Context: an optimization exercise on an open-source flow, tuned for small area. The choices shown serve that exercise and are no tape-out recipe.
The RTL was checked by simulation tests, not by an equivalence proof against the original design.
Power is estimated from default activity; no workload was simulated.

File: flow/config.mk
export PLATFORM = sky130hd
export DESIGN_NAME = uart_telemetry
export DESIGN_NICKNAME = uart_telemetry
export VERILOG_FILES = /design/flow/design.v
export SDC_FILE = /design/flow/constraint.sdc
export NUM_CORES = 4
export LEC_CHECK = 0
export CAP_MARGIN = 20
export CORE_MARGIN = 2
export CORE_UTILIZATION = 40
export SLEW_MARGIN = 20
File: flow/design.v
module transmitter #(
    parameter int clock_freq = 50_000_000,
    parameter int baud = 9600
)(
    input  logic       clk,
    input  logic       rst,
    input  logic [7:0] data_in,
    input  logic       fifo_empty,
    output logic       fifo_read,
    output logic       transmit_wire,
    output logic       state_busy
);
    localparam int cycles_per_bit = clock_freq / baud;
    localparam logic [12:0] LAST = 13'(cycles_per_bit - 1);
    logic [10:0] frame;         
    logic [12:0] bit_counter;   
    wire idle    = ~|frame;
    wire bit_end = (bit_counter & LAST) == LAST;
    assign fifo_read  = idle & ~fifo_empty;
    assign state_busy = ~idle;
    always_ff @(posedge clk or posedge rst) begin
        if (rst)
            frame <= '0;
        else if (fifo_read)
            frame <= {1'b1, ^data_in, data_in, 1'b0};
        else if (bit_end)
            frame <= {1'b0, frame[10:1]};
    end
    always_ff @(posedge clk) begin
        if (idle | bit_end)
            bit_counter <= '0;
        else
            bit_counter <= bit_counter + 13'd1;
    end
    always_ff @(posedge clk or posedge rst) begin
        if (rst)
            transmit_wire <= 1'b1;
        else
            transmit_wire <= frame[0] | idle;
    end
endmodule
module receiver #(
        parameter int clk_freq = 50_000_000,
        parameter int baud = 9600
)(
        input  logic        clk,
        input  logic        rst,
        input  logic        data_trans,
        output logic [7:0]  data_received,
        output logic        state_busy,
        output logic [3:0]  phase,         
        output logic [12:0] counter,       
        output logic        sample_bit,    
        output logic        send           
);
        localparam int cycles_per_bit = clk_freq / baud;
        localparam int half_cycle = cycles_per_bit / 2;
        localparam logic [12:0] LAST = 13'(cycles_per_bit - 1);
        localparam logic [12:0] START_PRESET = 13'(cycles_per_bit - 1 - half_cycle);
        logic [7:0] shift_reg;
        logic       prev_data;
        wire idle    = (phase == 4'd3);
        wire start0  = (phase == 4'd6);
        assign send  = (phase == 4'd2);
        wire bit_end = (counter & LAST) == LAST;
        assign state_busy = ~(idle | start0);
        assign sample_bit = shift_reg[7];
        always_ff @(posedge clk or posedge rst) begin
                if (rst)
                        prev_data <= 1'b1;
                else
                        prev_data <= data_trans;
        end
        always_ff @(posedge clk or posedge rst) begin
                if (rst)
                        phase <= 4'd3;
                else if (idle) begin
                        if (prev_data & ~data_trans)
                                phase <= 4'd6;
                end else if (bit_end | send | start0)
                        phase <= phase + 4'd1;
        end
        always_ff @(posedge clk) begin
                if (idle)
                        counter <= START_PRESET;
                else if (bit_end)
                        counter <= '0;
                else
                        counter <= counter + 13'd1;
        end
        always_ff @(posedge clk) begin
                if (bit_end & phase[3])
                        shift_reg <= {data_trans, shift_reg[7:1]};
        end
        always_ff @(posedge clk or posedge rst) begin
                if (rst)
                        data_received <= 8'd0;
                else if (send)
                        data_received <= shift_reg;
        end
endmodule
module scoring_model (
    input  logic        clk,
    input  logic        rst,
    input  logic [3:0]  phase,
    input  logic [12:0] counter,
    input  logic        sample_bit,
    input  logic [2:0]  byte_index,
    input  logic        update,
    output logic [31:0] score,
    output logic        valid
);
    logic [22:0] acc;
    logic        carry;
    logic [22:0] score_reg;
    logic        scored;
    wire after_sample = phase[3] ? (phase[2:0] != 3'd0) : (phase == 4'd0);
    wire field_end    = (phase == 4'd0) & byte_index[0];
    wire low24        = (counter[12:5] == 8'd0) & ~(counter[4] & counter[3]);
    wire low8         = (counter[12:3] == 10'd0);
    wire rotate       = after_sample & (field_end ? low8 : low24);
    logic [5:0] coeff;
    always_comb begin
        case (byte_index[2:1])
            2'd0: coeff = 6'd35;
            2'd1: coeff = 6'd30;
            2'd2: coeff = 6'd20;
            default: coeff = 6'd15;
        endcase
    end
    wire [7:0] coeff8 = {2'b00, coeff};
    wire addend = sample_bit & low8 & coeff8[counter[2:0]];
    wire clear = (byte_index == 3'd0) & (phase == 4'd9)
               & ~(counter[4] & counter[2] & counter[1] & counter[0]);
    wire a   = acc[0] & ~clear;
    wire sum = a ^ addend ^ carry;
    wire cout = (a & addend) | (a & carry) | (addend & carry);
    always_ff @(posedge clk) begin
        if (rotate)
            acc <= {sum, acc[22:1]};
        carry <= rotate & cout;
    end
    always_ff @(posedge clk or posedge rst) begin
        if (rst) begin
            score_reg <= '0;
            scored <= 1'b0;
        end else if (update) begin
            score_reg <= acc;
            scored <= 1'b1;
        end
    end
    assign score = {9'd0, score_reg};
    assign valid = scored & ~update;
endmodule
module packet_assembler (
    input  logic       clk,
    input  logic       rst,
    input  logic       send,
    output logic [2:0] byte_index,
    output logic       update
);
    logic [1:0] delay;
    always_ff @(posedge clk or posedge rst) begin
        if (rst)
            byte_index <= 3'd0;
        else if (send)
            byte_index <= byte_index + 3'd1;
    end
    always_ff @(posedge clk or posedge rst) begin
        if (rst)
            delay <= 2'd0;
        else if (send & (byte_index == 3'd7))
            delay <= 2'd1;
        else if (delay != 2'd0)
            delay <= delay + 2'd1;
    end
    assign update = (delay == 2'd3);
endmodule
module uart_telemetry (
    input  logic        clk,
    input  logic        rst,
    input  logic [7:0]  tx_data,
    input  logic        tx_fifo_empty,
    output logic        tx_fifo_read,
    output logic        tx,
    output logic        tx_busy,
    input  logic        rx,
    output logic [7:0]  rx_data,
    output logic        rx_busy,
    output logic [31:0] score,
    output logic        score_valid
);
    logic [3:0]  rx_phase;
    logic [12:0] rx_counter;
    logic        rx_sample;
    logic        rx_send;
    logic [2:0]  byte_index;
    logic        update;
    transmitter #(
        .clock_freq(50_000_000),
        .baud(9600)
    ) u_transmitter (
        .clk(clk),
        .rst(rst),
        .data_in(tx_data),
        .fifo_empty(tx_fifo_empty),
        .fifo_read(tx_fifo_read),
        .transmit_wire(tx),
        .state_busy(tx_busy)
    );
    receiver #(
        .clk_freq(50_000_000),
        .baud(9600)
    ) u_receiver (
        .clk(clk),
        .rst(rst),
        .data_trans(rx),
        .data_received(rx_data),
        .state_busy(rx_busy),
        .phase(rx_phase),
        .counter(rx_counter),
        .sample_bit(rx_sample),
        .send(rx_send)
    );
    packet_assembler u_assembler (
        .clk(clk),
        .rst(rst),
        .send(rx_send),
        .byte_index(byte_index),
        .update(update)
    );
    scoring_model u_scoring (
        .clk(clk),
        .rst(rst),
        .phase(rx_phase),
        .counter(rx_counter),
        .sample_bit(rx_sample),
        .byte_index(byte_index),
        .update(update),
        .score(score),
        .valid(score_valid)
    );
endmodule
File: flow/constraint.sdc
create_clock -name core_clock -period 20.0 [get_ports {clk}]
set_input_delay 4.0000 -clock core_clock [delete_from_list [all_inputs] [get_ports {clk}]]
set_output_delay 4.0000 -clock core_clock [all_outputs]
set_load 0.01 [all_outputs]
File: flow/run.sh
#!/bin/bash
# synth_recipe.tcl (not shown) runs the flow's synth.tcl, then flattens the netlist and writes it again
# the make line also repeats each setting of config.mk as NAME=value (left out here)
make -C /OpenROAD-flow-scripts/flow DESIGN_CONFIG=/design/flow/config.mk WORK_HOME=/design/flow/orfs CLKGATE_MAP_FILE= SYNTH_SCRIPT=/design/flow/synth_recipe.tcl finish
==> results of run 1 <==
## power breakdown
part / internal [mW] / switching (mW)
clock: 0.0855 / 0.0821
combinational: 0.00435 / 0.00539
sequential: 0.234 / 0.000574
total: 0.324 / 0.0881
## cell type report
type / instances / share of cell area [%]
inverter: 21 / 1.40
multi-input combinational: 229 / 31.3
clock buffer: 9 / 4.01
timing repair buffer: 50 / 8.77
sequential: 112 / 50.3
tap: 143 / 3.18
clock inverter: 7 / 1.00
## metrics by stage
step / util, % / std cells / setup slack (ps)
floorplan: - / 381 / 11480
global placement: 46.5 / 555 / 10210
detailed placement: 46.5 / 555 / 10200
CTS: 48.9 / 571 / 10200
global route: 49.0 / 571 / 10040
finish: 49.0 / 571 / 10200
## worst min-delay path by stage
stage / from / to / slack (ps)
5_1_grt: u_scoring.acc[13] / u_scoring.acc[12] / 450
4_1_cts: u_scoring.acc[19] / u_scoring.acc[18] / 440
6_report: u_scoring.acc[19] / u_scoring.acc[18] / 450
2_1_floorplan: u_transmitter.bit_counter[0] / u_transmitter.bit_counter[0] / 420
3_3_place_gp: u_scoring.acc[13] / u_scoring.acc[12] / 420
3_5_place_dp: u_scoring.acc[19] / u_scoring.acc[18] / 430
## critical path: cells and delay by family
| kind | cells | cell delay, ps |
|---|---|---|
| and+or+nand+nor | 2 | 710 |
| buffers and inverters | 2 | 1090 |
## layout by cell type (no fill, tap or decap), types with 6 or more instances in the layout
cell type / n
dfrtp_1: 50
clkdlybuf4s50_1: 47
edfxtp_1: 31
mux2_2: 29
nor2_1: 29
dfxtp_1: 27
xnor2_1: 24
nand2_1: 21
inv_1: 20
ha_1: 16
o21ai_0: 9
conb_1: 9
clkbuf_16: 9
nand3_1: 8
xor2_1: 7
mux2i_1: 6
a21o_1: 6
## cell families after synthesis
logic type      Yosys count  synth area share, %
flops                   112                 59.8
xor+xnor                 31                 5.74
mux                      39                 9.37
buf+inv                  40                 4.13
fa+ha+maj                17                 4.66
other cells               1               0.0793
simple gates             96                 10.9
compound gates           37                 5.32
## routing by layer
metal,vias up,share of wire [%]
li1,1383,-
met2,45,48
met1,1387,46
met4,0,1.6
met5,-,0
met3,8,3.9
==> metrics.yaml, run 1 <==
yosys:
  ys_warn_count: 4
  synth_area_leaders: "dfrtp_1 (26%), edfxtp_1 (20%), dfxtp_1 (11%)"
  synth_seq_cells: 112
  synth_area_sq_um: 4730
  synth_top_area_share_pct: 26.5
  synth_edf_count: 31
  yosysSeqAreaShare_pct: 59.8
  syn_inst: 373
  netlist-cell-type-count: 55
  synth_common_cells: "dfrtp_1 (50), edfxtp_1 (31), mux2_2 (29), nor2_1 (29), dfxtp_1 (27)"
  yosysMostFrequentCell: "dfrtp_1"
  async_flop_share_pct: 48.2
  synth_top_area_cell: "dfrtp_1"
  synth_ff_type: "dfrtp_1"
  syn_area_per_cell_sq_um: 12.7
placement:
  placed_area_sq_um: 5330
  dp_hpwl_microns: 5600
  portBuffers: 47
  place_congestion: 0.739
power:
  powerDensity_nw_per_um2: 73.4
  power_mw: 0.412
  vdd_ir_drop_max_mv: 0.0673
  leakage_nw: 2.33
global_route:
  grt_busiest_layer: "met2"
  overflow: 0
  grt_start_max_net_pins: 55
  met1_usage_pct: 18.3
  grt_usage_pct: 14.1
  grt_pass1_wl_microns: 14200
  grt_pass1_vias: 2888
  gr-usage-met3_pct: 4.28
  antenna_found_initial: 0
  grtUsageMet2_pct: 22.5
timing:
  relSlewSlack_pct: 34.6
  setup-violations-final: 0
  rsz0062_at_grt: "false"
  fin_crit_sh_pct: 49.0
  final.setup_skew_ps: 7.57
  tightest_slew_ps: 977
  slew_viol_final: 0
  final.min_clock_period_ps: 9800
  fin_tns_setup_ps: 0
  finalHoldViolations: 0
  timing.hold.ws_ps: 446
  fmax_ghz: 0.102
setup_path:
  reg2reg_slack_ps: 17710
  cp_max_fo: 13
  max_stage_delay_ps: 670
  path_class: "input port to primary output"
  crit_required_ps: 16000
  crit_path_top_delay_cell: "clkdlybuf4s50_1"
  path_common_cell: "clkdlybuf4s50_1"
  critPathLaunchType: "input port"
  reg2reg_to: "u_scoring.acc[22]"
  rr_worst_depth: 7
  startpoint: "tx_fifo_empty"
  endpoint_kind: "primary output"
  crit_arrival_ps: 5800
  crit_path_end: "tx_fifo_read"
  r2r_start: "u_assembler.byte_index[2]"
  crit_chain: "clkdlybuf4s50_1 > nor2_1 > nor4b_4 > clkdlybuf4s50_1"
clock_tree:
  cts_buffers: 9
  worst_skew_pair.late_latency_ps: 350
  path_clk_slew_ps: 70
  clk_path_buf_depth: 2
  cts_resized: 0
  root_buffer: "clkbuf_16"
  cts.sinks: 112
  post_cts_buffers: 0
  htree_levels: 3
  ctsHoldBuffers: 0
  cts_tree: "built"
routing:
  viasPerCell: 4.94
  drt-initial-drc-count: 111
  antenna_left: 0
  drt_wl_total_microns: 8080
  drc: 0
  vias: 2823
  drt-pass1-iter-count: 4
  routedWlPerCell_microns: 14.2
run:
  max_cap_violations: 0
floorplanning:
  die_area_sq_um: 12700
  die_w_microns: 113
  coreArea_sq_um: 11500
  die_h_microns: 113
  pin_count: 57
  start_util_pct: 41.2
  rows: 39
cells_and_area:
  multi_input_area_sq_um: 1760
  n_fill_cell: 1035
  syn2layout_area_growth_pct: 18.8
  final_cell_area_sq_um: 5620
  final_nets: 452
  n_antenna_cell: 0
  regArea_sq_um: 2830
  drive_gt1_share_pct: 15.7
min_path:
  hold_class: "flop to flop"
  hold_depth: 0
outcome:
  status: "complete, no violations"
==> run 2, diff against run 1 <==
--- a/flow/config.mk
+++ b/flow/config.mk
@@ -7,2 +7,3 @@
 export LEC_CHECK = 0
+export ABC_AREA = 1
 export CAP_MARGIN = 20
==> run 2 against run 1 <==
Critical path type unchanged. Critical path depth is 1 higher. Final cell count is 36% higher. Flip-flop and latch count did not move. Largest cell class unchanged. Register-to-register slack gained 120 ps.
==> metrics.yaml, run 2 <==
outcome:
  status: "complete, no violations"
global_route:
  grt_pass1_wl_microns: 15000
  antenna_found_initial: 0
  grt_pass1_vias: 3398
  grt_start_max_net_pins: 55
  grt_usage_pct: 13.8
  overflow: 0
cells_and_area:
  n_antenna_cell: 0
  final_nets: 630
  final_cell_mix: "nand2_1 (202), inv_1 (57), dfrtp_1 (50)"
  finalNonFillerCells: 774
  syn2layout_area_growth_pct: 18.7
  drive_gt1_share_pct: 6.93
  final_common_cell: "nand2_1"
  final_cell_area_sq_um: 5880
  utilization_pct: 48.8
timing:
  fin_tns_setup_ps: 0
  fmax_ghz: 0.107
  tightest_slew_ps: 890
  relSlewSlack_pct: 40.7
  rsz0062_at_grt: "false"
  slew_viol_final: 0
  final.min_clock_period_ps: 9320
  fin_ws_ps: 10680
  fin_crit_sh_pct: 46.6
  setup-violations-final: 0
  final.setup_skew_ps: 9.81
  timing.hold.ws_ps: 451
  finalHoldViolations: 0
routing:
  drt-initial-drc-count: 201
  drt_wl_total_microns: 8690
  vias: 3522
  viasPerCell: 4.55
  drt-pass1-iter-count: 4
  drc: 0
  routedWlPerCell_microns: 11.2
  antenna_left: 0
floorplanning:
  rows: 40
  die_area_sq_um: 13300
  die_h_microns: 115
  start_util_pct: 41.1
  pin_count: 57
  die_w_microns: 115
  coreArea_sq_um: 12100
yosys:
  ys_warn_count: 4
  synth_seq_cells: 112
  synth_top_area_cell: "dfrtp_1"
  netlist-cell-type-count: 40
  synth_area_leaders: "dfrtp_1 (25%), edfxtp_1 (19%), nand2_1 (15%)"
  synth_ff_type: "dfrtp_1"
  yosysMostFrequentCell: "nand2_1"
  syn_area_per_cell_sq_um: 8.98
  synth_area_sq_um: 4960
  async_flop_share_pct: 48.2
  synth_edf_count: 31
  yosysSeqAreaShare_pct: 57.1
  synth_top_area_share_pct: 25.2
  synth_common_cells: "nand2_1 (202), inv_1 (58), dfrtp_1 (50)"
  syn_inst: 552
clock_tree:
  post_cts_buffers: 0
  cts_tree: "built"
  path_clk_slew_ps: 70
  cts.sinks: 112
  ctsHoldBuffers: 0
  cts_buffers: 9
  htree_levels: 3
  clk_path_buf_depth: 2
  worst_skew_pair.late_latency_ps: 340
  root_buffer: "clkbuf_16"
  cts_resized: 0
setup_path:
  crit_path_top_delay_cell: "clkdlybuf4s50_1"
  cp_max_fo: 9
  path_class: "input port to primary output"
  endpoint_kind: "primary output"
  rr_worst_depth: 8
  crit_required_ps: 16000
  max_stage_delay_ps: 550
  critPathLaunchType: "input port"
  path_common_cell: "clkdlybuf4s50_1"
  crit_chain: "clkdlybuf4s50_1 > inv_1 > nand3_2 > inv_2 > clkdlybuf4s50_1"
  crit_arrival_ps: 5320
power:
  swShare_pct: 20.8
  power_mw: 0.428
  clkPwrFrac_pct: 43.3
  vdd_ir_drop_max_mv: 0.0365
  leakage_nw: 2.74
  powerDensity_nw_per_um2: 72.8
  switchingPower_mw: 0.0890
  comb_power_share_pct: 2.2
  power_frac_seq_pct: 54.5
  p_int_mw: 0.339
run:
  max_cap_violations: 0
min_path:
  hold_depth: 0
  hold_class: "flop to flop"
placement:
  dp_slack_ps: 10690
  portBuffers: 47
  place_congestion: 0.819
  placed_area_sq_um: 5560
  dp_hpwl_microns: 6090
  place_inst: 758
==> run 2: path summary, 6_finish.rpt <==
kind                                                 from                          end  slack (ps)
max in group asynchronous                             rst  u_receiver.data_received[2]       15360
worst min register to register          u_scoring.acc[17]            u_scoring.acc[16]         450
worst min-delay path                    u_scoring.acc[17]            u_scoring.acc[16]         450
worst max register to register  u_assembler.byte_index[2]            u_scoring.acc[22]       17830
worst max-delay path                        tx_fifo_empty                 tx_fifo_read       10680
min in group asynchronous                             rst       u_transmitter.frame[1]        4180
==> run 2: final cells by class <==
type	instances	area, sq um
flip-flops and latches	112	2830
fillers	1159	6180
inverters	61	229
well taps	168	210
clock buffers	10	239
multi-input cells	369	1820
repair buffers	48	478
clock inverters	6	77.6
==> run 2: power groups by stage <==
stage                     logic (mW)  registers (mW)  clock network, mW
after CTS                    0.00956           0.233              0.192
after detailed placement     0.00949           0.238                  0
after floorplan              0.00645           0.238                  0
after global routing          0.0109           0.233              0.199
after global placement       0.00912           0.238                  0
final                        0.00932           0.233              0.185
==> run 2: metal layers <==
metal	wire length, microns	GRT usage [%]
met1	4180	17.7
met2	4170	23.4
met3	262	3.22
met4	78	4.02
met5	0	0
==> run 2: critical path, delay by kind of cell <==
| family | cells | cell delay (ps) |
|---|---|---|
| buf+inv | 4 | 1190 |
| simple gates | 1 | 120 |
==> run 2: cells by family after synthesis <==
group	Yosys count	synth area share, %
AOI/OAI and AO/OA	41	4.72
xor gates and xnor gates	10	1.77
adders and majority gates	17	4.44
buffers and inverters	79	6.99
DFF	112	57.1
other	1	0.0757
and+or+nand+nor	292	24.9
==> run 3, diff against run 2 <==
--- a/flow/design.v
+++ b/flow/design.v
@@ -13,7 +13,7 @@
     localparam int cycles_per_bit = clock_freq / baud;
-    localparam logic [12:0] LAST = 13'(cycles_per_bit - 1);
     logic [10:0] frame;         
-    logic [12:0] bit_counter;   
+    localparam logic [12:0] LFSR_LAST = 13'd3826;
+    logic [12:0] bit_counter;
     wire idle    = ~|frame;
-    wire bit_end = (bit_counter & LAST) == LAST;
+    wire bit_end = (bit_counter == LFSR_LAST);
     assign fifo_read  = idle & ~fifo_empty;
@@ -32,3 +32,4 @@
         else
-            bit_counter <= bit_counter + 13'd1;
+            bit_counter <= {bit_counter[11:0],
+                            ~(bit_counter[12] ^ bit_counter[3] ^ bit_counter[2] ^ bit_counter[0])};
     end
@@ -112,6 +113,6 @@
 );
-    logic [22:0] acc;
+    logic [22:0] acc_n;       
     logic        carry;
-    logic [22:0] score_reg;
-    logic        scored;
+    logic [22:0] score_n;     
+    logic        unscored;    
     wire after_sample = phase[3] ? (phase[2:0] != 3'd0) : (phase == 4'd0);
@@ -134,4 +135,4 @@
                & ~(counter[4] & counter[2] & counter[1] & counter[0]);
-    wire a   = acc[0] & ~clear;
-    wire sum = a ^ addend ^ carry;
+    wire a    = ~acc_n[0] & ~clear;
+    wire sum  = a ^ addend ^ carry;
     wire cout = (a & addend) | (a & carry) | (addend & carry);
@@ -139,16 +140,17 @@
         if (rotate)
-            acc <= {sum, acc[22:1]};
+            acc_n <= {~sum, acc_n[22:1]};
         carry <= rotate & cout;
     end
-    always_ff @(posedge clk or posedge rst) begin
-        if (rst) begin
-            score_reg <= '0;
-            scored <= 1'b0;
-        end else if (update) begin
-            score_reg <= acc;
-            scored <= 1'b1;
-        end
-    end
-    assign score = {9'd0, score_reg};
-    assign valid = scored & ~update;
+    always_ff @(posedge clk) begin
+        if (update)
+            score_n <= acc_n;
+    end
+    always_ff @(posedge clk or posedge rst) begin
+        if (rst)
+            unscored <= 1'b1;
+        else if (update)
+            unscored <= 1'b0;
+    end
+    assign score = {9'd0, ~(score_n | {23{unscored}})};
+    assign valid = ~(unscored | update);
 endmodule
@@ -161,18 +163,13 @@
 );
-    logic [1:0] delay;
-    always_ff @(posedge clk or posedge rst) begin
-        if (rst)
-            byte_index <= 3'd0;
-        else if (send)
-            byte_index <= byte_index + 3'd1;
-    end
-    always_ff @(posedge clk or posedge rst) begin
-        if (rst)
-            delay <= 2'd0;
-        else if (send & (byte_index == 3'd7))
-            delay <= 2'd1;
-        else if (delay != 2'd0)
-            delay <= delay + 2'd1;
-    end
-    assign update = (delay == 2'd3);
+    logic [3:0] count;
+    always_ff @(posedge clk or posedge rst) begin
+        if (rst)
+            count <= 4'd0;
+        else if (update)
+            count <= 4'd0;
+        else if (send | count[3])
+            count <= count + 4'd1;
+    end
+    assign byte_index = count[2:0];
+    assign update = count[3] & count[1];
 endmodule
--- a/flow/config.mk
+++ b/flow/config.mk
@@ -7,3 +7,2 @@
 export LEC_CHECK = 0
-export ABC_AREA = 1
 export CAP_MARGIN = 20
@@ -11,2 +10,3 @@
 export CORE_UTILIZATION = 40
+export CTS_BUF_LIST = sky130_fd_sc_hd__clkbuf_8
 export SLEW_MARGIN = 20
==> run 3 against run 2 <==
Flip-flop and latch count shrank 1. Count of clock-buffer cells in the layout decreased by 1. Die area shrank 7.3%. Final area shrank 9.4%. Largest cell class unchanged.
==> metrics.yaml, run 3 <==
yosys:
  netlist-cell-type-count: 50
  synth_top_area_share_pct: 35.4
  syn_area_per_cell_sq_um: 12.8
  synth_area_leaders: "edfxtp_1 (35%), dfrtp_1 (14%), dfxtp_1 (12%)"
  synth_seq_cells: 111
  synth_ff_type: "edfxtp_1"
  synth_common_cells: "edfxtp_1 (54), nor2_1 (39), dfxtp_1 (27)"
  synth_area_sq_um: 4580
  yosysSeqAreaShare_pct: 63.7
  async_flop_share_pct: 27.0
  yosysMostFrequentCell: "edfxtp_1"
  ys_warn_count: 4
  synth_top_area_cell: "edfxtp_1"
  syn_inst: 358
  synth_edf_count: 54
timing:
  fin_ws_ps: 10240
  fin_crit_sh_pct: 48.8
  finalHoldViolations: 0
  rsz0062_at_grt: "false"
  slew_viol_final: 0
  final.setup_skew_ps: 15.8
  setup-violations-final: 0
  final.min_clock_period_ps: 9760
  fmax_ghz: 0.102
  relSlewSlack_pct: 28.7
  fin_tns_setup_ps: 0
  tightest_slew_ps: 1070
run:
  max_cap_violations: 0
cells_and_area:
  final_cell_area_sq_um: 5330
  n_fill_cell: 1028
  final_cell_mix: "edfxtp_1 (54), clkdlybuf4s50_1 (47), nor2_1 (39)"
  utilization_pct: 47.2
  final_nets: 426
  drive_gt1_share_pct: 11.1
  finalNonFillerCells: 550
  syn2layout_area_growth_pct: 16.3
  n_antenna_cell: 0
  final_common_cell: "edfxtp_1"
setup_path:
  endpoint_kind: "primary output"
  max_stage_delay_ps: 560
  reg2reg_slack_ps: 17550
  cpLargestDelayFamily: "buffers and inverters"
  rr_worst_depth: 7
  reg2reg_to: "u_scoring.acc_n[22]"
  path_class: "input port to primary output"
  crit_path_top_delay_cell: "clkdlybuf4s50_1"
  crit_chain: "clkdlybuf4s50_1 > nand4b_1 > inv_2 > clkdlybuf4s50_1"
  crit_required_ps: 16000
  r2r_start: "u_assembler.count[1]"
  path_common_cell: "clkdlybuf4s50_1"
  critPathLaunchType: "input port"
  worst-path-buf-inv: 3
  crit_arrival_ps: 5760
  cp_max_fo: 10
global_route:
  grtUsageMet2_pct: 18.4
  grt_busiest_layer: "met2"
  grt_usage_pct: 12.6
  overflow: 0
  grt_start_max_net_pins: 31
  antenna_found_initial: 0
  gr-usage-met3_pct: 3.44
  met1_usage_pct: 17.7
  grt_pass1_vias: 2605
  grt_pass1_wl_microns: 12600
placement:
  dp_slack_ps: 10220
  portBuffers: 47
  place_congestion: 0.838
  placed_area_sq_um: 5130
  place_inst: 534
  dp_hpwl_microns: 5120
clock_tree:
  htree_levels: 3
  cts_tree: "built"
  cts.sinks: 111
  post_cts_buffers: 0
  ctsHoldBuffers: 0
  cts_resized: 0
  clk_path_buf_depth: 2
  root_buffer: "clkbuf_8"
  worst_skew_pair.late_latency_ps: 370
  path_clk_slew_ps: 110
  cts_buffers: 9
routing:
  vias: 2632
  drt_wl_total_microns: 7390
  drc: 0
  routedWlPerCell_microns: 13.4
  viasPerCell: 4.79
  antenna_left: 0
  drt-pass1-iter-count: 4
  drt-initial-drc-count: 139
floorplanning:
  start_util_pct: 40.6
  die_area_sq_um: 12300
  coreArea_sq_um: 11300
  pin_count: 57
  die_h_microns: 111
  rows: 39
  die_w_microns: 111
outcome:
  status: "complete, no violations"
min_path:
  hold_path_end: "u_transmitter.bit_counter[9]"
  hold_depth: 1
  hold_class: "flop to flop"
  worstHoldStart: "u_transmitter.bit_counter[8]"
power:
  vdd_ir_drop_max_mv: 0.0661
  powerDensity_nw_per_um2: 103
  leakage_nw: 1.96
==> run 3: changes by cell type in the layout (fill, tap and decap cells not counted), moves of 9 or more <==
cell	change
and2_1	+16
clkbuf_16	-9
dfrtp_1	-25
edfxtp_1	+23
inv_1	-38
mux2_2	+9
mux2i_1	+10
nand2_1	-190
nand3_1	-12
o21ai_0	-11
xnor2_1	+12
==> run 3: cell type report <==
type	instances	area [sq um]	share of cell area [%]
Clock buffer	9	124	2.33
Clock inverter	7	73.8	1.39
Sequential cell	111	2920	54.8
Inverter	20	75.1	1.41
Tap cell	143	179	3.36
Multi-Input combinational cell	210	1460	27.4
Timing Repair Buffer	50	493	9.26
==> run 3: stage by stage <==
step	total power, mW	hold slack (ps)
finish	0.551	450
global route	0.587	466
CTS	0.559	455
detailed placement	0.426	432
global placement	0.424	429
floorplan	0.385	420
==> run 3: routing by layer <==
metal	vias to the layer above	routed length [microns]	part of all wire, %
li1	1308	-	-
met1	1247	3630	49
met2	65	3210	43
met3	12	421	5.7
met4	0	122	1.7
met5	-	0	0
==> run 3: worst register-to-register path, delay by kind of cell (launching register included) <==
family / cells / cell delay, ps
compound gates: 1 / 190
fa+ha+maj: 2 / 710
buf+inv: 2 / 270
flops: 1 / 450
mux: 1 / 440
simple gates: 1 / 280
==> run 3: worst max path at each step <==
stage,cells after the start,to,start,slack [ps]
finish,4,tx_fifo_read,tx_fifo_empty,10240
global route,4,tx_fifo_read,tx_fifo_empty,10110
CTS,4,tx_fifo_read,tx_fifo_empty,10220
detailed placement,4,tx_fifo_read,tx_fifo_empty,10220
global placement,4,tx_fifo_read,tx_fifo_empty,10280
floorplan,3,tx_fifo_read,tx_fifo_empty,11570
==> run 3: logic make-up after synthesis <==
kind of cell             synth area share (%)
AO/OA/AOI/OAI                            5.79
adder cells (fa/ha/maj)                  3.44
multiplexers                             4.89
AND/OR/NAND/NOR                          12.7
other                                  0.0819
XOR/XNOR                                 4.40
buffers and inverters                    5.00
flip-flops                               63.7
==> run 3: power breakdown <==
group / total (mW) / leakage, nW / switching [mW] / internal [mW]
Sequential: 0.292 / 0.915 / 0.0298 / 0.263
Clock: 0.130 / 0.101 / 0.0808 / 0.0493
Combinational: 0.128 / 0.945 / 0.0591 / 0.0692
==> run 4, diff against run 3 <==
==> flow/flow/run.sh (new file) <==
#!/bin/bash
set -euo pipefail
export BUFFER_PORTS_ARGS="-buffer_cell sky130_fd_sc_hd__buf_1"
bash standard.sh finish > standard_flow.log 2>&1
==> flow/standard.sh (new file) <==
#!/bin/bash
# synth_recipe.tcl (not shown) runs the flow's synth.tcl, then flattens the netlist and writes it again
# the make line also repeats each setting of config.mk as NAME=value (left out here)
make -C /OpenROAD-flow-scripts/flow DESIGN_CONFIG=/design/flow/config.mk WORK_HOME=/design/flow/orfs CLKGATE_MAP_FILE= SYNTH_SCRIPT=/design/flow/synth_recipe.tcl "${@:-finish}"
removed: flow/run.sh
==> run 4 against run 3 <==
Worst setup slack improved by 740 ps. Count of clock-buffer cells in the layout unchanged. Clock skew decreased by 2.7 ps. Area after synthesis unchanged. Flip-flop and latch count unchanged. Combinational power decreased by 12%. Die area unchanged. Maximum frequency increased by 8.2%. Critical path depth unchanged. Largest power group unchanged.
==> metrics.yaml, run 4 <==
yosys:
  synth_edf_count: 54
  ys_warn_count: 4
  synth_top_area_share_pct: 35.4
  synth_seq_cells: 111
  yosysSeqAreaShare_pct: 63.7
  async_flop_share_pct: 27.0
  synth_ff_type: "edfxtp_1"
  synth_top_area_cell: "edfxtp_1"
  syn_inst: 358
  netlist-cell-type-count: 50
  yosysMostFrequentCell: "edfxtp_1"
  synth_area_leaders: "edfxtp_1 (35%), dfrtp_1 (14%), dfxtp_1 (12%)"
  synth_common_cells: "edfxtp_1 (54), nor2_1 (39), dfxtp_1 (27)"
  synth_area_sq_um: 4580
  syn_area_per_cell_sq_um: 12.8
routing:
  antenna_left: 0
  drt_wl_total_microns: 7260
  drc: 0
  drt-initial-drc-count: 131
  vias: 2635
  viasPerCell: 4.80
  routedWlPerCell_microns: 13.2
  drt-pass1-iter-count: 4
timing:
  final.min_clock_period_ps: 9030
  rsz0062_at_grt: "false"
  tightest_slew_ps: 1060
  finalHoldViolations: 0
  fin_tns_setup_ps: 0
  fin_crit_sh_pct: 45.1
  setup-violations-final: 0
  relSlewSlack_pct: 29.1
  final.setup_skew_ps: 13.1
  fmax_ghz: 0.111
  slew_viol_final: 0
min_path:
  worstHoldStart: "u_transmitter.bit_counter[9]"
  hold_class: "flop to flop"
clock_tree:
  root_buffer: "clkbuf_8"
  post_cts_buffers: 0
  ctsHoldBuffers: 0
  cts.sinks: 111
  path_clk_slew_ps: 120
  cts_resized: 0
  worst_skew_pair.late_latency_ps: 370
  clk_path_buf_depth: 2
  cts_buffers: 9
  cts_tree: "built"
  htree_levels: 3
floorplanning:
  die_area_sq_um: 12300
  die_h_microns: 111
  rows: 39
  coreArea_sq_um: 11300
  pin_count: 57
  die_w_microns: 111
  start_util_pct: 40.6
global_route:
  overflow: 0
  antenna_found_initial: 0
  grt_usage_pct: 12.3
  grt_pass1_vias: 2574
  grt_pass1_wl_microns: 12300
  grt_start_max_net_pins: 31
placement:
  place_congestion: 0.837
  portBuffers: 47
  dp_hpwl_microns: 5010
power:
  vdd_ir_drop_max_mv: 0.0656
  powerDensity_nw_per_um2: 108
  leakage_nw: 1.84
  power_mw: 0.542
cells_and_area:
  n_antenna_cell: 0
  syn2layout_area_growth_pct: 10.0
  final_common_cell: "edfxtp_1"
  drive_gt1_share_pct: 10.8
  n_fill_cell: 1017
  final_cell_mix: "edfxtp_1 (54), buf_1 (47), nor2_1 (39)"
  final_nets: 425
setup_path:
  path_class: "input port to primary output"
  crit_arrival_ps: 5030
  cp_max_fo: 10
  endpoint_kind: "primary output"
  r2r_start: "u_assembler.count[1]"
  critPathLaunchType: "input port"
  crit_required_ps: 16000
  startpoint: "tx_fifo_empty"
run:
  max_cap_violations: 0
outcome:
  status: "complete, no violations"
-- run 4: cell counts after synthesis --
Identical to the previous run, type by type.
-- run 4: through the flow --
| step | hold WS [ps] | std cells | cell area, sq um | utilization [%] | setup WS, ps |
|---|---|---|---|---|---|
| 5_1_grt | 464 | 549 | 5040 | 44.7 | 10880 |
| 3_5_place_dp | 430 | 533 | 4830 | 42.8 | 10980 |
| 4_1_cts | 460 | 549 | 5040 | 44.7 | 10980 |
| 6_report | 455 | 549 | 5040 | 44.7 | 10970 |
| 3_3_place_gp | 426 | 533 | 4830 | 42.8 | 11030 |
| 2_1_floorplan | 420 | 366 | 4610 | - | 11570 |
-- run 4: worst max-delay path: stages --
cell	delay [ps]
buf_1	70
nand4b_1	530
inv_2	260
buf_1	170
-- run 4: per-layer routing --
| metal | part of all wire (%) | vias up | global-route usage (%) |
|---|---|---|---|
| met5 | 0 | - | 0 |
| met4 | 0.81 | 0 | 4.83 |
| met3 | 3.9 | 6 | 2.90 |
| met2 | 45 | 54 | 18.3 |
| met1 | 51 | 1263 | 17.6 |
| li1 | - | 1312 | - |
-- run 4: kinds of logic (layout without fill, tap and decap cells) --
family / after synthesis / in the layout / share of synthesized area, %
compound gates: 37 / 37 / 5.79
xor+xnor: 23 / 23 / 4.40
fa+ha+maj: 12 / 12 / 3.44
buf+inv: 45 / 85 / 5.00
flops: 111 / 111 / 63.7
mux: 20 / 20 / 4.89
other cells: 1 / 9 / 0.0819
simple gates: 109 / 109 / 12.7
-- run 4: where the power goes --
part           total (mW)  internal (mW)  switching (mW)
combinational       0.113         0.0551          0.0578
clock               0.138         0.0518          0.0857
sequential          0.292          0.262          0.0295
total               0.542          0.369           0.173
-- run 4: final cells by class --
class                      instances  area, sq um  share of cell area (%)
clock buffer                       9          124                    2.46
clock inverter                     7         88.8                    1.76
inverter                          20         75.1                    1.49
multi-input combinational        210         1460                    29.0
sequential                       111         2920                    57.9
tap                              143          179                    3.55
timing repair buffer              49          191                    3.80
-- run 4: worst paths after layout --
kind / end / slack, ps / cells after the start
setup / recovery: tx_fifo_read / 10970 / 4
hold / removal: u_transmitter.bit_counter[10] / 450 / 1
setup reg to reg: u_scoring.acc_n[22] / 17530 / 7
hold reg to reg: u_transmitter.bit_counter[10] / 450 / 1
max in group asynchronous: u_receiver.phase[0] / 16010 / 3
min in group asynchronous: u_transmitter.frame[9] / 3660 / 3
==> run 5, diff against run 4 <==
==> flow/flow/run.sh (replaced) <==
#!/bin/bash
# The standard layout (standard.sh) with three changes to how it is made:
#  - synthesis maps logic with an area-oriented abc script (area.abc) instead of
#    the speed script, and without the separate adder mapping step; register
#    mapping and naming are the standard synthesis's (synth_wrap.tcl);
#  - the port buffers inserted in global placement use the smallest buffer cell.
# The whole make output goes to standard_flow.log; each step logs under orfs/logs.
set -euo pipefail
here=$(pwd)
std_synth=$(grep -o 'SYNTH_SCRIPT=[^ ]*' standard.sh | head -1 | cut -d= -f2)
export FLOW_SYNTH_TCL="$std_synth"
export UART_ABC_SCRIPT="$here/flow/area.abc"
export BUFFER_PORTS_ARGS="-buffer_cell sky130_fd_sc_hd__buf_1"
bash standard.sh SYNTH_SCRIPT="$here/flow/synth_wrap.tcl" ADDER_MAP_FILE= finish > standard_flow.log 2>&1
==> flow/flow/area.abc (new file) <==
&get -n
&st
&dch -f
&nf -R 1000
&put
==> flow/flow/synth_wrap.tcl (new file) <==
# The standard synthesis script (FLOW_SYNTH_TCL, the standard flow's own), except that
# abc maps the logic with the area-oriented script in UART_ABC_SCRIPT.
# Registers are mapped before abc runs, so they are the standard synthesis's.
proc abc {args} {
  set i [lsearch -exact $args -script]
  if {$i >= 0} {
    set args [lreplace $args [expr {$i + 1}] [expr {$i + 1}] $::env(UART_ABC_SCRIPT)]
  }
  yosys abc {*}$args
}
source $::env(FLOW_SYNTH_TCL)
==> run 5 against run 4 <==
Still clean on timing, DRC and antenna. Synthesized cell count shrank 8.4%. Worst hold slack lost 2.9 ps. Final area shrank 6.7%. Worst setup slack gained 240 ps. Via count shrank 5.2%. Combinational power shrank 93%. Final cell count shrank 3.8%. Flip-flop and latch count is the same. Critical endpoint unchanged. Largest cell class unchanged. Largest power group unchanged.
==> metrics.yaml, run 5 <==
global_route:
  grt_usage_pct: 13.1
  grt_busiest_layer: "met2"
  grt_start_max_net_pins: 27
  gr-usage-met3_pct: 4.02
  met1_usage_pct: 17.7
  grtUsageMet2_pct: 20.2
  antenna_found_initial: 0
  grt_pass1_wl_microns: 11600
  overflow: 0
  grt_pass1_vias: 2417
setup_path:
  endpoint_kind: "primary output"
  cp_max_fo: 12
  critPathLaunchType: "input port"
  crit_arrival_ps: 4780
  reg2reg_slack_ps: 17690
  crit_required_ps: 16000
  path_class: "input port to primary output"
clock_tree:
  cts_buffers: 9
  cts.sinks: 111
  worst_skew_pair.late_latency_ps: 370
  cts_resized: 0
  root_buffer: "clkbuf_8"
  ctsHoldBuffers: 0
  clk_path_buf_depth: 2
  cts_tree: "built"
  path_clk_slew_ps: 110
  post_cts_buffers: 0
  htree_levels: 3
placement:
  place_congestion: 0.762
  portBuffers: 47
  dp_hpwl_microns: 4540
  place_inst: 512
routing:
  vias: 2498
  drt_wl_total_microns: 6630
  routedWlPerCell_microns: 12.6
  viasPerCell: 4.73
  drt-pass1-iter-count: 4
  antenna_left: 0
  drc: 0
  drt-initial-drc-count: 109
power:
  leakage_nw: 1.61
  vdd_ir_drop_max_mv: 0.0346
  powerDensity_nw_per_um2: 80.1
floorplanning:
  die_area_sq_um: 11200
  start_util_pct: 40.8
  coreArea_sq_um: 10200
  pin_count: 57
  rows: 37
  die_h_microns: 106
  die_w_microns: 106
yosys:
  synth_edf_count: 54
  synth_top_area_cell: "edfxtp_1"
  synth_area_leaders: "edfxtp_1 (39%), dfrtp_1 (15%), dfxtp_1 (13%)"
  syn_inst: 328
  synth_common_cells: "edfxtp_1 (54), nor2_1 (42), dfxtp_1 (27)"
  yosysMostFrequentCell: "edfxtp_1"
  ys_warn_count: 4
  synth_top_area_share_pct: 39.1
  async_flop_share_pct: 27.0
  synth_seq_cells: 111
  netlist-cell-type-count: 36
  yosysSeqAreaShare_pct: 70.3
  synth_ff_type: "edfxtp_1"
  syn_area_per_cell_sq_um: 12.7
  synth_area_sq_um: 4150
timing:
  relSlewSlack_pct: 36.4
  fmax_ghz: 0.114
  setup-violations-final: 0
  tightest_slew_ps: 950
  fin_crit_sh_pct: 43.9
  slew_viol_final: 0
  rsz0062_at_grt: "false"
  final.setup_skew_ps: 14.9
  finalHoldViolations: 0
  fin_tns_setup_ps: 0
  final.min_clock_period_ps: 8780
run:
  max_cap_violations: 0
cells_and_area:
  final_common_cell: "edfxtp_1"
  finalNonFillerCells: 528
  drive_gt1_share_pct: 6.12
  syn2layout_area_growth_pct: 13.2
  final_cell_mix: "edfxtp_1 (54), buf_1 (47), nor2_1 (41)"
  n_antenna_cell: 0
  final_nets: 399
min_path:
  hold_class: "flop to flop"
outcome:
  status: "complete, no violations"
[run 5: cell types whose count changed after synthesis, moves of 12 or more]
| cell | previous run | this run |
|---|---|---|
| nand2_1 | 12 | 25 |
| inv_1 | 19 | 0 |
| and2_0 | 0 | 16 |
| clkbuf_1 | 12 | 0 |
| a21oi_1 | 6 | 19 |
| and2_1 | 17 | 0 |
[run 5: logic make-up (layout without fill, tap and decap cells)]
family | count (synthesis) | after routing | synth area share [%]
compound gates | 52 | 52 | 7.08
xor+xnor | 19 | 19 | 4.01
buf+inv | 15 | 71 | 2.17
flops | 111 | 111 | 70.3
mux | 8 | 8 | 2.17
other cells | 1 | 9 | 0.0903
simple gates | 122 | 122 | 14.2
[run 5: where the power goes]
| part | switching (mW) | internal (mW) |
|---|---|---|
| Clock | 0.0803 | 0.0493 |
| Sequential | 0.000826 | 0.238 |
| Combinational | 0.00462 | 0.00334 |
[run 5: critical path, stage by stage]
cell and delay, ps:
buf_1 70, nor2_1 500, buf_1 210
[run 5: metal layers]
| layer | wire, microns | vias to the layer above |
|---|---|---|
| met4 | 55 | 0 |
| li1 | - | 1273 |
| met3 | 268 | 7 |
| met5 | 0 | - |
| met1 | 3400 | 1178 |
| met2 | 2900 | 40 |
[run 5: final timing paths]
check                                         from                      end  depth (start not counted)
max                                  tx_fifo_empty             tx_fifo_read                          3
min                        u_receiver.shift_reg[5]  u_receiver.shift_reg[4]                          0
max reg2reg                 u_transmitter.frame[3]   u_transmitter.frame[5]                          6
min reg2reg                u_receiver.shift_reg[5]  u_receiver.shift_reg[4]                          0
max in group asynchronous                      rst      u_receiver.phase[1]                          3
min in group asynchronous                      rst   u_transmitter.frame[0]                          2
[run 5: layout make-up]
type	instances	area [sq um]
Multi-Input combinational cell	210	1180
Sequential cell	111	2920
Timing Repair Buffer	49	211
Fill cell	952	5490
Inverter	6	22.5
Tap cell	136	170
Clock buffer	9	124
Clock inverter	7	72.6
[run 5: stage by stage]
step                      instance area (sq um)  worst slack (ps)  utilization [%]  power (mW)  hold slack [ps]
after global routing                       4700             11060             46.1       0.393              455
after CTS                                  4700             11210             46.1       0.382              450
after floorplan                            4180             11500                -       0.250              413
after global placement                     4470             11210             43.9       0.251              427
final                                      4700             11220             46.1       0.376              452
after detailed placement                   4500             11210             44.2       0.252              432
==> run 6, diff against run 5 <==
--- a/flow/design.v
+++ b/flow/design.v
@@ -15,3 +15,5 @@
     localparam logic [12:0] LFSR_LAST = 13'd3826;
-    logic [12:0] bit_counter;
+    localparam logic [12:0] POLARITY = 13'b1010101010101;
+    logic [12:0] bit_counter_q;
+    wire  [12:0] bit_counter = bit_counter_q ^ POLARITY;
     wire idle    = ~|frame;
@@ -30,6 +32,7 @@
         if (idle | bit_end)
-            bit_counter <= '0;
+            bit_counter_q <= POLARITY;
         else
-            bit_counter <= {bit_counter[11:0],
-                            ~(bit_counter[12] ^ bit_counter[3] ^ bit_counter[2] ^ bit_counter[0])};
+            bit_counter_q <= {bit_counter[11:0],
+                              ~(bit_counter[12] ^ bit_counter[3] ^ bit_counter[2] ^ bit_counter[0])}
+                             ^ POLARITY;
     end
@@ -59,3 +62,3 @@
         localparam logic [12:0] LAST = 13'(cycles_per_bit - 1);
-        localparam logic [12:0] START_PRESET = 13'(cycles_per_bit - 1 - half_cycle);
+        localparam logic [12:0] HALF = 13'(half_cycle);
         logic [7:0] shift_reg;
@@ -65,3 +68,4 @@
         assign send  = (phase == 4'd2);
-        wire bit_end = (counter & LAST) == LAST;
+        wire bit_end = (phase == 4'd7) ? ((counter & HALF) == HALF)
+                                       : ((counter & LAST) == LAST);
         assign state_busy = ~(idle | start0);
@@ -84,5 +88,3 @@
         always_ff @(posedge clk) begin
-                if (idle)
-                        counter <= START_PRESET;
-                else if (bit_end)
+                if (idle | bit_end)
                         counter <= '0;
==> run 6 against run 5 <==
Still clean on timing, DRC and antenna. Sequential power is 16% higher. Count of clock-buffer cells in the layout is the same. Worst hold slack worse by 53 ps. Global-route usage down 0.22 points. Non-clock buffer count is 2 higher. Via count fell by 0.36%. Power increased by 18%. Register-to-register slack gained 40 ps. Die area is 1.2% lower. Final area down 1.2%. Utilization grew 0.93 points.
==> metrics.yaml, run 6 <==
outcome:
  status: "complete, no violations"
timing:
  fin_tns_setup_ps: 0
  rsz0062_at_grt: "false"
  relSlewSlack_pct: 40.6
  slew_viol_final: 0
  final.min_clock_period_ps: 8820
  finalHoldViolations: 0
  final.setup_skew_ps: 11.4
  tightest_slew_ps: 890
  fin_crit_sh_pct: 44.1
  fmax_ghz: 0.113
  setup-violations-final: 0
setup_path:
  cpLargestDelayFamily: "simple AND/OR/NAND/NOR gates"
  cp_max_fo: 12
  r2r_start: "u_transmitter.frame[8]"
  crit_chain: "buf_1 > nor2_1 > buf_1"
  path_common_cell: "buf_1"
  crit_path_top_delay_cell: "nor2_1"
  reg2reg_to: "u_transmitter.frame[2]"
  max_stage_delay_ps: 530
  rr_worst_depth: 6
  reg2reg_slack_ps: 17730
  endpoint_kind: "primary output"
  critPathLaunchType: "input port"
  crit_arrival_ps: 4820
  crit_required_ps: 16000
  worst-path-buf-inv: 2
  path_class: "input port to primary output"
clock_tree:
  cts_tree: "built"
  path_clk_slew_ps: 100
  cts_buffers: 9
  htree_levels: 3
  post_cts_buffers: 0
  cts.sinks: 111
  ctsHoldBuffers: 0
  cts_resized: 0
  clk_path_buf_depth: 2
  worst_skew_pair.late_latency_ps: 370
  root_buffer: "clkbuf_8"
yosys:
  async_flop_share_pct: 27.0
  yosysSeqAreaShare_pct: 71.2
  synth_top_area_cell: "edfxtp_1"
  synth_compound_area_share_pct: 6.90
  synth_area_leaders: "edfxtp_1 (40%), dfrtp_1 (15%), dfxtp_1 (13%)"
  synth_top_area_share_pct: 39.5
  synth_edf_count: 54
  synth-simple-area-share_pct: 13.5
  synth_seq_cells: 111
  ys_warn_count: 4
  synth_fa_ha_area_share_pct: 0
  syn_area_per_cell_sq_um: 12.8
  synth_area_sq_um: 4100
  synth_xor_area_share_pct: 3.63
  yosysMostFrequentCell: "edfxtp_1"
  synth_common_cells: "edfxtp_1 (54), nor2_1 (47), dfxtp_1 (27)"
  netlist-cell-type-count: 36
  synth_top_family_by_area: "simple AND/OR/NAND/NOR gates"
  synth_ff_type: "edfxtp_1"
  muxShareOfSynthArea_pct: 2.72
  syn_inst: 320
min_path:
  hold_path_end: "u_transmitter.bit_counter_q[12]"
  hold_depth: 1
  hold_class: "flop to flop"
  worstHoldStart: "u_transmitter.bit_counter_q[11]"
floorplanning:
  rows: 36
  pin_count: 57
  die_h_microns: 105
  die_area_sq_um: 11100
  die_w_microns: 105
  start_util_pct: 41.6
  coreArea_sq_um: 9860
cells_and_area:
  syn2layout_area_growth_pct: 13.2
  final_cell_mix: "edfxtp_1 (54), nor2_1 (47), buf_1 (47)"
  final_nets: 393
  n_antenna_cell: 0
  final_cell_area_sq_um: 4640
  final_common_cell: "edfxtp_1"
  drive_gt1_share_pct: 6.99
global_route:
  overflow: 0
  grt_pass1_vias: 2313
  grt_pass1_wl_microns: 11400
  antenna_found_initial: 0
  grt_start_max_net_pins: 31
  grt_usage_pct: 12.8
routing:
  drc: 0
  drt-initial-drc-count: 72
  routedWlPerCell_microns: 13.1
  antenna_left: 0
  vias: 2489
  viasPerCell: 4.80
  drt-pass1-iter-count: 4
  drt_wl_total_microns: 6800
placement:
  portBuffers: 47
  place_congestion: 0.715
  placed_area_sq_um: 4450
  dp_hpwl_microns: 4620
run:
  max_cap_violations: 0
power:
  vdd_ir_drop_max_mv: 0.0406
  leakage_nw: 1.76
  powerDensity_nw_per_um2: 96.0
==> run 6: cell type report <==
cell class,count,area [sq um]
multi-input combinational,205,1140
sequential,111,2920
tap,133,166
clock buffer,9,124
inverter,3,12.5
fill,910,5220
clock inverter,7,70.1
timing repair buffer,51,206
==> run 6: power breakdown <==
group          internal (mW)  switching [mW]  total (mW)
Combinational         0.0188          0.0207      0.0395
Clock                 0.0495          0.0796       0.129
Sequential             0.261          0.0165       0.277
Total                  0.329           0.117       0.446
==> run 6: through the flow <==
| stage | setup WS [ps] | instances | hold WS [ps] | power, mW | util, % |
|---|---|---|---|---|---|
| 3_3_place_gp | 11180 | 503 | 366 | 0.320 | 45.1 |
| 3_5_place_dp | 11180 | 503 | 376 | 0.322 | 45.1 |
| 2_1_floorplan | 11500 | 328 | 358 | 0.311 | - |
| 5_1_grt | 11060 | 519 | 409 | 0.472 | 47.1 |
| 4_1_cts | 11170 | 519 | 404 | 0.451 | 47.1 |
| 6_report | 11180 | 519 | 399 | 0.446 | 47.1 |
==> run 6: how the worst max path moves through the flow <==
stage,startpoint,end,slack [ps],depth (start not counted)
final,tx_fifo_empty,tx_fifo_read,11180,3
after global routing,tx_fifo_empty,tx_fifo_read,11060,3
after CTS,tx_fifo_empty,tx_fifo_read,11170,3
after detailed placement,tx_fifo_empty,tx_fifo_read,11180,3
after global placement,tx_fifo_empty,tx_fifo_read,11180,3
after floorplan,tx_fifo_empty,tx_fifo_read,11500,1
==> run 6: worst reg2reg max path, cell delays in order, from the launching register on <==
cell and delay, ps:
dfrtp_1 420, nor4_1 290, nand3_1 220, nor2_1 580, nor2b_1 380, nand2_1 140
o21ai_0 90
==> run 6: per-layer routing <==
layer  track usage (%)  routed length (microns)
met1              18.2                     3370
met2              19.0                     3120
met3              2.78                      252
met4              5.71                       47
met5                 0                        0
==> run 6: cell families (layout without fill, tap and decap cells) <==
family                    count (synthesis)  in the layout
and+or+nand+nor                         119            119
DFF                                     111            111
AOI/OAI and AO/OA                        50             50
xor gates and xnor gates                 17             17
buffers and inverters                    12             70
muxes                                    10             10
other                                     1              9
==> run 7, diff against run 6 <==
--- a/flow/design.v
+++ b/flow/design.v
@@ -14,3 +14,4 @@
     logic [10:0] frame;         
-    localparam logic [12:0] LFSR_LAST = 13'd3826;
+    localparam logic [12:0] LFSR_LAST = 13'd2255;
+    localparam logic [12:0] LFSR_MASK = 13'b1011111011011;
     localparam logic [12:0] POLARITY = 13'b1010101010101;
@@ -19,3 +20,3 @@
     wire idle    = ~|frame;
-    wire bit_end = (bit_counter == LFSR_LAST);
+    wire bit_end = ((bit_counter ^ LFSR_LAST) & LFSR_MASK) == 13'd0;
     assign fifo_read  = idle & ~fifo_empty;
@@ -35,3 +36,3 @@
             bit_counter_q <= {bit_counter[11:0],
-                              ~(bit_counter[12] ^ bit_counter[3] ^ bit_counter[2] ^ bit_counter[0])}
+                              ~(bit_counter[12] ^ bit_counter[9])}
                              ^ POLARITY;
--- a/flow/flow/run.sh
+++ b/flow/flow/run.sh
@@ -1,3 +1,3 @@
 #!/bin/bash
-# The standard layout (standard.sh) with three changes to how it is made:
+# The standard layout (standard.sh) with these changes to how it is made:
 #  - synthesis maps logic with an area-oriented abc script (area.abc) instead of
@@ -5,3 +5,4 @@
 #    mapping and naming are the standard synthesis's (synth_wrap.tcl);
-#  - the port buffers inserted in global placement use the smallest buffer cell.
+#  - the port buffers inserted in global placement use the smallest buffer cell;
+#  - clock tree synthesis adds no dummy loads to balance the leaf nets.
 # The whole make output goes to standard_flow.log; each step logs under orfs/logs.
@@ -13,2 +14,3 @@
 export BUFFER_PORTS_ARGS="-buffer_cell sky130_fd_sc_hd__buf_1"
+export CTS_ARGS="-sink_clustering_enable -repair_clock_nets -buf_list sky130_fd_sc_hd__clkbuf_8 -dont_use_dummy_load"
 bash standard.sh SYNTH_SCRIPT="$here/flow/synth_wrap.tcl" ADDER_MAP_FILE= finish > standard_flow.log 2>&1
==> run 7 against run 6 <==
Worst setup slack got worse by 69 ps. Combinational power rose to 3.5 times the previous value. Sequential power up 28%. Final area shrank 2.2%. Critical path depth unchanged. First-iteration DRC count up 44%. Flip-flop and latch count is the same. Final cell count is 1.2% lower. Area after synthesis fell by 0.31%. Synthesized cell count is 0.94% higher. Critical path type unchanged. Largest cell class unchanged.
==> metrics.yaml, run 7 <==
setup_path:
  path_common_cell: "buf_1"
  worst-path-buf-inv: 2
  rr_worst_depth: 6
  crit_chain: "buf_1 > nor2_1 > buf_1"
  crit_cells: 3
  cpLargestDelayFamily: "simple AND/OR/NAND/NOR gates"
  max_stage_delay_ps: 600
  crit_path_top_delay_cell: "nor2_1"
  crit_arrival_ps: 4890
  endpoint_kind: "primary output"
  path_class: "input port to primary output"
  cp_max_fo: 12
  critPathLaunchType: "input port"
  crit_required_ps: 16000
routing:
  routedWlPerCell_microns: 12.6
  drt-pass1-iter-count: 5
  vias: 2484
  viasPerCell: 4.84
  antenna_left: 0
  drt_wl_total_microns: 6450
  drc: 0
  drt-initial-drc-count: 104
floorplanning:
  die_area_sq_um: 11000
  rows: 36
  start_util_pct: 41.4
  coreArea_sq_um: 9860
  die_w_microns: 105
  die_h_microns: 105
  pin_count: 57
timing:
  final.setup_skew_ps: 40.9
  slew_viol_final: 0
  fin_crit_sh_pct: 44.5
  rsz0062_at_grt: "false"
  fin_tns_setup_ps: 0
  setup-violations-final: 0
  timing.hold.ws_ps: 350
  fmax_ghz: 0.112
  final.min_clock_period_ps: 8890
  relSlewSlack_pct: 37.7
  finalHoldViolations: 0
  fin_ws_ps: 11110
  tightest_slew_ps: 933
cells_and_area:
  final_common_cell: "edfxtp_1"
  n_antenna_cell: 0
  syn2layout_area_growth_pct: 11.0
  final_cell_mix: "edfxtp_1 (54), nor2_1 (50), buf_1 (47)"
  n_fill_cell: 932
  utilization_pct: 46.0
  drive_gt1_share_pct: 4.47
  final_nets: 394
  final_cell_area_sq_um: 4540
  finalNonFillerCells: 513
global_route:
  grt_pass1_vias: 2308
  grt_pass1_wl_microns: 10900
  antenna_found_initial: 0
  grt_start_max_net_pins: 31
  grt_usage_pct: 12.5
  overflow: 0
placement:
  place_inst: 504
  placed_area_sq_um: 4410
  portBuffers: 47
  place_congestion: 0.759
  dp_slack_ps: 11080
  dp_hpwl_microns: 4310
power:
  power_mw: 0.595
  vdd_ir_drop_max_mv: 0.0404
  powerDensity_nw_per_um2: 131
  leakage_nw: 1.66
yosys:
  synth_edf_count: 54
  async_flop_share_pct: 27.0
  syn_area_per_cell_sq_um: 12.7
  yosysMostFrequentCell: "edfxtp_1"
  ys_warn_count: 4
  syn_inst: 323
  synth_area_sq_um: 4090
  netlist-cell-type-count: 38
  synth_common_cells: "edfxtp_1 (54), nor2_1 (51), dfxtp_1 (27)"
  synth_top_area_cell: "edfxtp_1"
  synth_area_leaders: "edfxtp_1 (40%), dfrtp_1 (15%), dfxtp_1 (13%)"
  synth_ff_type: "edfxtp_1"
  synth_seq_cells: 111
  yosysSeqAreaShare_pct: 71.4
  synth_top_area_share_pct: 39.7
clock_tree:
  cts_buffers: 9
  htree_levels: 3
  worst_skew_pair.late_latency_ps: 370
  ctsHoldBuffers: 0
  path_clk_slew_ps: 110
  clk_path_buf_depth: 2
  cts.sinks: 111
  cts_resized: 0
  cts_tree: "built"
  post_cts_buffers: 0
  root_buffer: "clkbuf_8"
run:
  max_cap_violations: 0
min_path:
  hold_class: "flop to flop"
  hold_depth: 1
outcome:
  status: "complete, no violations"
[run 7: cells by family (layout without fill, tap and decap cells)]
kind of cell | count (synthesis) | in the layout | synth area share (%)
other | 1 | 9 | 0.0917
XOR/XNOR | 13 | 13 | 2.79
multiplexers | 9 | 9 | 2.48
AO/OA/AOI/OAI | 45 | 45 | 6.15
buffers and inverters | 12 | 61 | 1.93
AND/OR/NAND/NOR | 132 | 132 | 15.2
flip-flops | 111 | 111 | 71.4
[run 7: routing by layer]
metal  global-route usage (%)  up-vias  part of all wire (%)
met5                        0        -                     0
met3                     4.37        5                   3.7
met4                     5.43        0                   1.4
met1                     15.9     1194                    48
met2                     19.4       46                    47
li1                         -     1239                     -
[run 7: final timing paths]
path                                                  from                         endpoint  slack (ps)
setup / recovery                             tx_fifo_empty                     tx_fifo_read       11110
max in group asynchronous                              rst              u_receiver.phase[0]       15960
setup reg to reg                    u_transmitter.frame[2]           u_transmitter.frame[5]       17580
min in group asynchronous                              rst           u_transmitter.frame[9]        3680
hold reg to reg            u_transmitter.bit_counter_q[11]  u_transmitter.bit_counter_q[12]         350
hold / removal             u_transmitter.bit_counter_q[11]  u_transmitter.bit_counter_q[12]         350
[run 7: report_power, final]
part           switching, mW  internal (mW)  leakage, nW
sequential            0.0440          0.311         1.07
combinational         0.0813         0.0567        0.526
clock                 0.0616         0.0406       0.0647
[run 7: layout make-up]
type                       count  area, sq um  share of cell area [%]
clock buffer                   9          124                    2.73
inverter                       3         11.3                   0.248
multi-input combinational    208         1130                    24.8
sequential                   111         2920                    64.3
tap                          133          166                    3.67
timing repair buffer          49          191                    4.22
==> run 8, diff against run 7 <==
==> flow/flow/area.abc (replaced) <==
&get -n
&st
&dch -f
&if -K 6 -a
&mfs
&st
&dch -f -x
&nf -R 2000 -E 0
&put
==> run 8 against run 7 <==
Final cell count fell by 1.8%. Still clean on timing, DRC and antenna. Final area rose by 0.28%. Critical endpoint unchanged. Sequential power fell by 22%. Register-to-register slack got worse by 60 ps. Area after synthesis fell by 0.58%. Flip-flop and latch count did not move. Worst hold slack improved by 26 ps. Utilization rose by 0.34 points. Highest routed layer unchanged. Worst setup slack got worse by 17 ps. First-iteration DRC count rose by 24%. Non-clock buffer count rose by 2.
==> metrics.yaml, run 8 <==
outcome:
  status: "complete, no violations"
global_route:
  overflow: 0
  antenna_found_initial: 0
  grt_start_max_net_pins: 28
  grt_pass1_vias: 2341
  grt_usage_pct: 12.8
  grt_pass1_wl_microns: 11300
setup_path:
  crit_arrival_ps: 4910
  path_class: "input port to primary output"
  critPathLaunchType: "input port"
  endpoint_kind: "primary output"
  rr_worst_depth: 5
  r2r_start: "u_transmitter.frame[2]"
  reg2reg_slack_ps: 17520
  crit_required_ps: 16000
  cp_max_fo: 12
  startpoint: "tx_fifo_empty"
  crit_path_end: "tx_fifo_read"
  reg2reg_to: "u_transmitter.frame[0]"
clock_tree:
  cts.sinks: 111
  cts_buffers: 9
  cts_tree: "built"
  worst_skew_pair.late_latency_ps: 360
  cts_resized: 0
  root_buffer: "clkbuf_8"
  ctsHoldBuffers: 0
  htree_levels: 3
  post_cts_buffers: 0
  clk_path_buf_depth: 2
  path_clk_slew_ps: 80
timing:
  setup-violations-final: 0
  fin_crit_sh_pct: 44.6
  slew_viol_final: 0
  relSlewSlack_pct: 38.4
  fin_ws_ps: 11090
  final.min_clock_period_ps: 8910
  finalHoldViolations: 0
  final.setup_skew_ps: 27.4
  tightest_slew_ps: 922
  fmax_ghz: 0.112
  rsz0062_at_grt: "false"
  fin_tns_setup_ps: 0
routing:
  routedWlPerCell_microns: 13.0
  vias: 2477
  viasPerCell: 4.91
  drt_wl_total_microns: 6550
  drt-pass1-iter-count: 4
  drt-initial-drc-count: 129
  drc: 0
  antenna_left: 0
floorplanning:
  start_util_pct: 41.4
  pin_count: 57
  die_area_sq_um: 11000
  die_w_microns: 105
  die_h_microns: 105
  coreArea_sq_um: 9820
  rows: 36
run:
  max_cap_violations: 0
power:
  p_int_mw: 0.319
  powerDensity_nw_per_um2: 91.4
  comb_power_share_pct: 8.7
  clkPwrFrac_pct: 24.7
  vdd_ir_drop_max_mv: 0.0417
  leakage_nw: 1.70
  switchingPower_mw: 0.0965
  power_frac_seq_pct: 66.6
  swShare_pct: 23.2
yosys:
  synth_compound_area_share_pct: 6.34
  synth-simple-area-share_pct: 13.7
  synth_area_sq_um: 4060
  yosysMostFrequentCell: "edfxtp_1"
  syn_area_per_cell_sq_um: 13.0
  netlist-cell-type-count: 37
  yosysSeqAreaShare_pct: 71.8
  synth_fa_ha_area_share_pct: 0
  synth_top_area_share_pct: 39.9
  synth_edf_count: 54
  syn_inst: 312
  synth_top_area_cell: "edfxtp_1"
  async_flop_share_pct: 27.0
  synth_seq_cells: 111
  synth_xor_area_share_pct: 3.66
  synth_common_cells: "edfxtp_1 (54), nor2_1 (47), dfxtp_1 (27)"
  synth_area_leaders: "edfxtp_1 (40%), dfrtp_1 (15%), dfxtp_1 (13%)"
  muxShareOfSynthArea_pct: 2.49
  ys_warn_count: 4
  synth_ff_type: "edfxtp_1"
  synth_top_family_by_area: "simple AND/OR/NAND/NOR gates"
cells_and_area:
  n_antenna_cell: 0
  drive_gt1_share_pct: 5.39
  final_common_cell: "edfxtp_1"
  final_nets: 385
  syn2layout_area_growth_pct: 12.0
  finalNonFillerCells: 504
  final_cell_area_sq_um: 4550
  final_cell_mix: "edfxtp_1 (54), nor2_1 (47), buf_1 (47)"
placement:
  dp_slack_ps: 11150
  place_inst: 495
  dp_hpwl_microns: 4370
  portBuffers: 47
  place_congestion: 0.763
  placed_area_sq_um: 4430
min_path:
  hold_class: "flop to flop"
## run 8: changes by cell type after synthesis, moves of 2 or more
| cell | change |
|---|---|
| nor4_1 | -2 |
| nand3_1 | -3 |
| nor2b_1 | +3 |
| xor2_1 | +3 |
| nand2_1 | -3 |
| nor2_1 | -4 |
| o21ai_0 | -2 |
| nand2b_1 | -4 |
## run 8: metrics by stage
stage,utilization (%),total power [mW],hold WS [ps]
floorplan,-,0.307,343
global placement,44.8,0.316,348
detailed placement,45.1,0.318,362
CTS,46.3,0.421,381
global route,46.4,0.439,388
finish,46.4,0.416,376
## run 8: power groups by stage
stage                     registers [mW]  clock network [mW]  logic (mW)
after floorplan                    0.278                   0      0.0287
after global placement             0.281                   0      0.0350
after detailed placement           0.282                   0      0.0368
after CTS                          0.277               0.107      0.0367
after global routing               0.280               0.117      0.0422
final                              0.277               0.103      0.0360
## run 8: critical path: stages
cell and delay (ps):
buf_1 70, nor2_1 620, buf_1 220
## run 8: layout make-up
type                            instances  area (sq um)
Fill cell                             935          5270
Sequential cell                       111          2920
Multi-Input combinational cell        198          1110
Timing Repair Buffer                   51           226
Tap cell                              133           166
Clock buffer                            9           124
Inverter                                2          7.51
## run 8: kinds of logic (layout without fill, tap and decap cells)
| kind of cell | after synthesis | after routing |
|---|---|---|
| simple gates | 118 | 118 |
| flops | 111 | 111 |
| compound gates | 45 | 45 |
| xor+xnor | 17 | 17 |
| buf+inv | 11 | 62 |
| mux | 9 | 9 |
| other cells | 1 | 9 |
## run 8: how the worst min path moves through the flow
stage          slack, ps                       startpoint                              end  depth (start not counted)
2_1_floorplan        340  u_transmitter.bit_counter_q[11]  u_transmitter.bit_counter_q[12]                          1
3_3_place_gp         350   u_transmitter.bit_counter_q[5]   u_transmitter.bit_counter_q[6]                          1
3_5_place_dp         360  u_transmitter.bit_counter_q[11]  u_transmitter.bit_counter_q[12]                          1
4_1_cts              380  u_transmitter.bit_counter_q[11]  u_transmitter.bit_counter_q[12]                          1
5_1_grt              390   u_transmitter.bit_counter_q[1]   u_transmitter.bit_counter_q[2]                          1
6_report             380  u_transmitter.bit_counter_q[11]  u_transmitter.bit_counter_q[12]                          1
## run 8: metal layers
| layer | vias up | share of wire (%) | global-route usage [%] |
|---|---|---|---|
| li1 | 1212 | - | - |
| met3 | 7 | 4.0 | 3.99 |
| met1 | 1207 | 50 | 17.6 |
| met5 | - | 0 | 0 |
| met4 | 0 | 1.2 | 4.00 |
| met2 | 51 | 44 | 19.3 |

-- afterwards: timing with drivers on the ports --
The flow's constraints put no driver on any port. The routed layouts listed below were extracted and timed again, unchanged, in two steps.
Step 1 sets driving cells, clkbuf_16 on the clock port and buf_2 on the other inputs (assumed; they add their load-dependent delay and slew).
Step 2, shift: input delay + t, output delay - t, t = (earliest + latest rising clock arrival at the registers) / 2. This alone moves slack from input paths to output paths.
Slacks: no drivers / after step 1 / after step 2; pairs: no drivers / after step 1.
| run | shift t [ns] | slack for setup (ns) | worst setup path after step 2 | slew at the worst register clock pin (ns) | pins driven straight from the clock port |
|---|---|---|---|---|---|
| run 1 | 0.387 | 10.204 / 10.182 / 10.182 | input to output | 0.07 / 0.07 | 1 |
| run 2 | 0.375 | 10.681 / 10.657 / 10.657 | input to output | 0.08 / 0.08 | 1 |
| run 3 | 0.392 | 10.236 / 10.215 / 10.215 | input to output | 0.11 / 0.11 | 1 |
| run 4 | 0.399 | 10.973 / 10.952 / 10.952 | input to output | 0.12 / 0.12 | 1 |
| run 5 | 0.389 | 11.215 / 11.193 / 11.193 | input to output | 0.12 / 0.12 | 1 |
| run 6 | 0.389 | 11.176 / 11.152 / 11.152 | input to output | 0.11 / 0.11 | 1 |
| run 7 | 0.383 | 11.107 / 11.087 / 11.087 | input to output | 0.11 / 0.11 | 1 |
| run 8 | 0.379 | 11.090 / 11.070 / 11.070 | input to output | 0.10 / 0.10 | 1 |
After both steps every run listed still meets setup and hold.
